This design comes from an exercise in tuning for small area on the open sky130 flow, not from production work.
The RTL was checked by simulation tests, not by an equivalence proof against the original design.
The flow treats the clock pin as an ideal source. Dropping or thinning the clock tree relies on that and would not hold on a real chip.
Power and IR drop assume default switching activity.

## maze_display
module maze_display(
    input              clk,
    input      [15:0]  cmd,
    input      [9:0]   pixel_x,
    input      [9:0]   pixel_y,
    input              maze_done,
    output     [7:0]   pixel_color
);
clock: 10.0 ns
lec_check: 0
cap_margin: 20
core_margin: 2
core_utilization: 40
slew_margin: 20
standard.sh (not shown) runs the stock make flow with config.mk's settings and CLKGATE_MAP_FILE= SYNTH_SCRIPT=/design/flow/synth_recipe.tcl, a recipe that flattens the netlist after the stock synthesis.
==> flow/flow/run.sh <==
#!/bin/bash
# Own layout flow: the standard flow (standard.sh) with
#  - synthesis: the standard script, but ABC maps the logic for area (flow/synth.tcl);
#  - port buffers: the smallest buffer (buf_1) instead of the default choice;
#  - clock tree: built by flow/cts.tcl: the flip-flops are split into four
#    groups by location, each driven by one clkbuf_16 that the clock port drives.
# Each step's full output goes to a log file in the work folder.
set -euo pipefail
W=$PWD
F=$W/flow
export MY_ABC_SCRIPTS="$(ls $F/x_*.abc | tr "\n" " ")"
bash standard.sh SYNTH_SCRIPT=$F/synth.tcl SYNTH_HIERARCHICAL=1 synth > $W/log_synth.txt 2>&1
ARGS=(SYNTH_SCRIPT=$F/synth.tcl SYNTH_HIERARCHICAL=1 BUFFER_PORTS_ARGS="-buffer_cell sky130_fd_sc_hd__buf_1")
bash standard.sh "${ARGS[@]}" place > $W/log_place.txt 2>&1
MY_RESULTS=$W/orfs/results/sky130hd/maze_display/base MY_LIB=$FLOW_HOME/platforms/sky130hd/lib/sky130_fd_sc_hd__tt_025C_1v80.lib \
  MY_PLATFORM_DIR=$FLOW_HOME/platforms/sky130hd MY_CLK=clk MY_CLKBUF=sky130_fd_sc_hd__clkbuf_16 MY_NGROUP=4 \
  openroad -no_init -exit $F/cts.tcl > $W/log_cts.txt 2>&1
bash standard.sh "${ARGS[@]}" finish > $W/log_layout.txt 2>&1
Other scripts of this flow, unchanged in this note and not shown: flow/flow/cts.tcl, flow/flow/synth.tcl, flow/flow/x_c2_amap.abc, flow/flow/x_c2_nf.abc, flow/flow/x_g_nf.abc, flow/flow/x_gd_nf.abc, flow/flow/x_ifr_nf.abc, flow/flow/x_ifr_nfp.abc, flow/flow/x_ifrdeep.abc, flow/flow/x_r1_nf.abc, flow/flow/x_r2_nfp.abc
Change:
--- a/flow/design.v
+++ b/flow/design.v
@@ -176,35 +176,35 @@
     maze_aoi222 u_g6_1 (.a0(sel[5]), .b0(wall[5][3]), .a1(sel[6]), .b1(wall[4][3]), .a2(sel[7]), .b2(wall[7][3]), .y(g6_1));
     wire g6_2;
     maze_aoi222 u_g6_2 (.a0(sel[9]), .b0(wall[9][3]), .a1(sel[10]), .b1(wall[8][3]), .a2(sel[11]), .b2(wall[11][3]), .y(g6_2));
     wire g6_3;
     maze_aoi222 u_g6_3 (.a0(sel[13]), .b0(wall[13][3]), .a1(sel[14]), .b1(wall[12][3]), .a2(sel[15]), .b2(wall[15][3]), .y(g6_3));
     wire g6_4;
     maze_aoi222 u_g6_4 (.a0(sel[17]), .b0(wall[17][3]), .a1(sel[18]), .b1(wall[16][3]), .a2(sel[19]), .b2(wall[19][3]), .y(g6_4));
     assign mw[3] = !(g6_0 & g6_1 & g6_2 & g6_3 & g6_4);
+    wire incell = (bx[3:2] == 2'd0) && (by0 || by1 || by2 || by3 || by4);
     wire dN = ylle4 && !yq;
     wire dS = ylge60 || yq;
     wire dE = (xlge60 && !((y128 || y192) && xlt65))
             || (x64 && ymid1 && !y128 && !y192)
             || (x128 && ymid2);
     wire dW = xlle4 && !(x128 && ymid2) && !(y128 && bx3);
     wire hit = (dN && mw[0]) || (dE && mw[1]) || (dS && mw[2]) || (dW && mw[3]);
+    wire ylt5 = by0 || by1 || by2 || by3 || by4;
     wire xle256 = bx0 || bx1 || bx2 || bx3 || (bx4 && xl0);
-    wire yle320 = by0 || by1 || by2 || by3 || by4 || (by5 && yl0);
-    wire x257 = bx4 && (xl == 6'd1 || xl == 6'd2);
-    wire y4to317 = !(by0 && yl[5:2] == 4'd0) && (by0 || by1 || by2 || by3 || (by4 && !(yl[5:1] == 5'h1F)));
-    wire pic = (xle256 && yle320) || (x257 && y4to317);
-    wire ww = (bx0 && xlle4) || (bx3 && xl[5:1] == 5'h1F) || bx4
-           || (by0 && ylle4) || (by4 && yl[5:1] == 5'h1F) || by5;
+    wire ww = (bx0 && xlle4 && (ylt5 || (by5 && yl0)))
+           || (((bx3 && xl[5:1] == 5'h1F) || (bx4 && xl[5:2] == 4'd0 && !(xl[1] && xl[0])))
+               && !(by0 && yl[5:2] == 4'd0) && (by0 || by1 || by2 || by3 || (by4 && !(yl[5:1] == 5'h1F))))
+           || (xle256 && ((by0 && ylle4) || (by4 && yl[5:1] == 5'h1F) || (by5 && yl0)));
     wire dn = bx6 && (by2 || y192);
     reg [2:0] k;
     reg       z;
     always @(posedge clk) begin
-        z <= !(pic || (dn && maze_done));
+        z <= !(ww || incell || (dn && maze_done));
         k <= mc | {3{ww || hit}};
     end
     reg [7:0] pc;
     always @* begin
         case (k)
             3'd0: pc = 8'hE8;
             3'd1: pc = 8'hFC;
             3'd2: pc = 8'h03;
Result: Synthesized cell count went down by 3.1%; maximum frequency came out lower by 4.1%; register-to-register slack improved by 300 ps; area after synthesis hardly moves; cell count falls by 1.9%; sequential power barely changes.
In every run of this note, the design's own scripts or RTL, not TritonCTS, make the clock network.

## static timing again, ports no longer ideal
In the flow no input, the clock included, has a driving cell. The finished layouts below were timed again as built, in two steps. Step 1 (the two cells are an assumption about what drives the block):
set clk [get_ports {clk}]
set_driving_cell -lib_cell sky130_fd_sc_hd__clkbuf_16 $clk
set_driving_cell -lib_cell sky130_fd_sc_hd__buf_2 [delete_from_list [all_inputs] $clk]
Step 2, shift: input delay + t, output delay - t, t = (earliest + latest rising clock arrival at the registers) / 2. This alone moves slack from input paths to output paths. a / b / c = ideal ports / drivers / drivers and shift; a / b = the first two.
run | t (ns) | setup slack, ns | clock arrival spread, ns | worst slew at a driven data input, ns
the first run | 0.245 | 2.997 / 3.055 / 2.810 | 0.010 / 0.010 | 0.03
the second run | 0.246 | 2.696 / 2.752 / 2.506 | 0.009 / 0.010 | 0.03
After both steps every run listed still meets setup and hold. For the second run, which loses most, drivers alone change the setup slack by +0.056 ns; drivers and shift together by -0.190 ns.
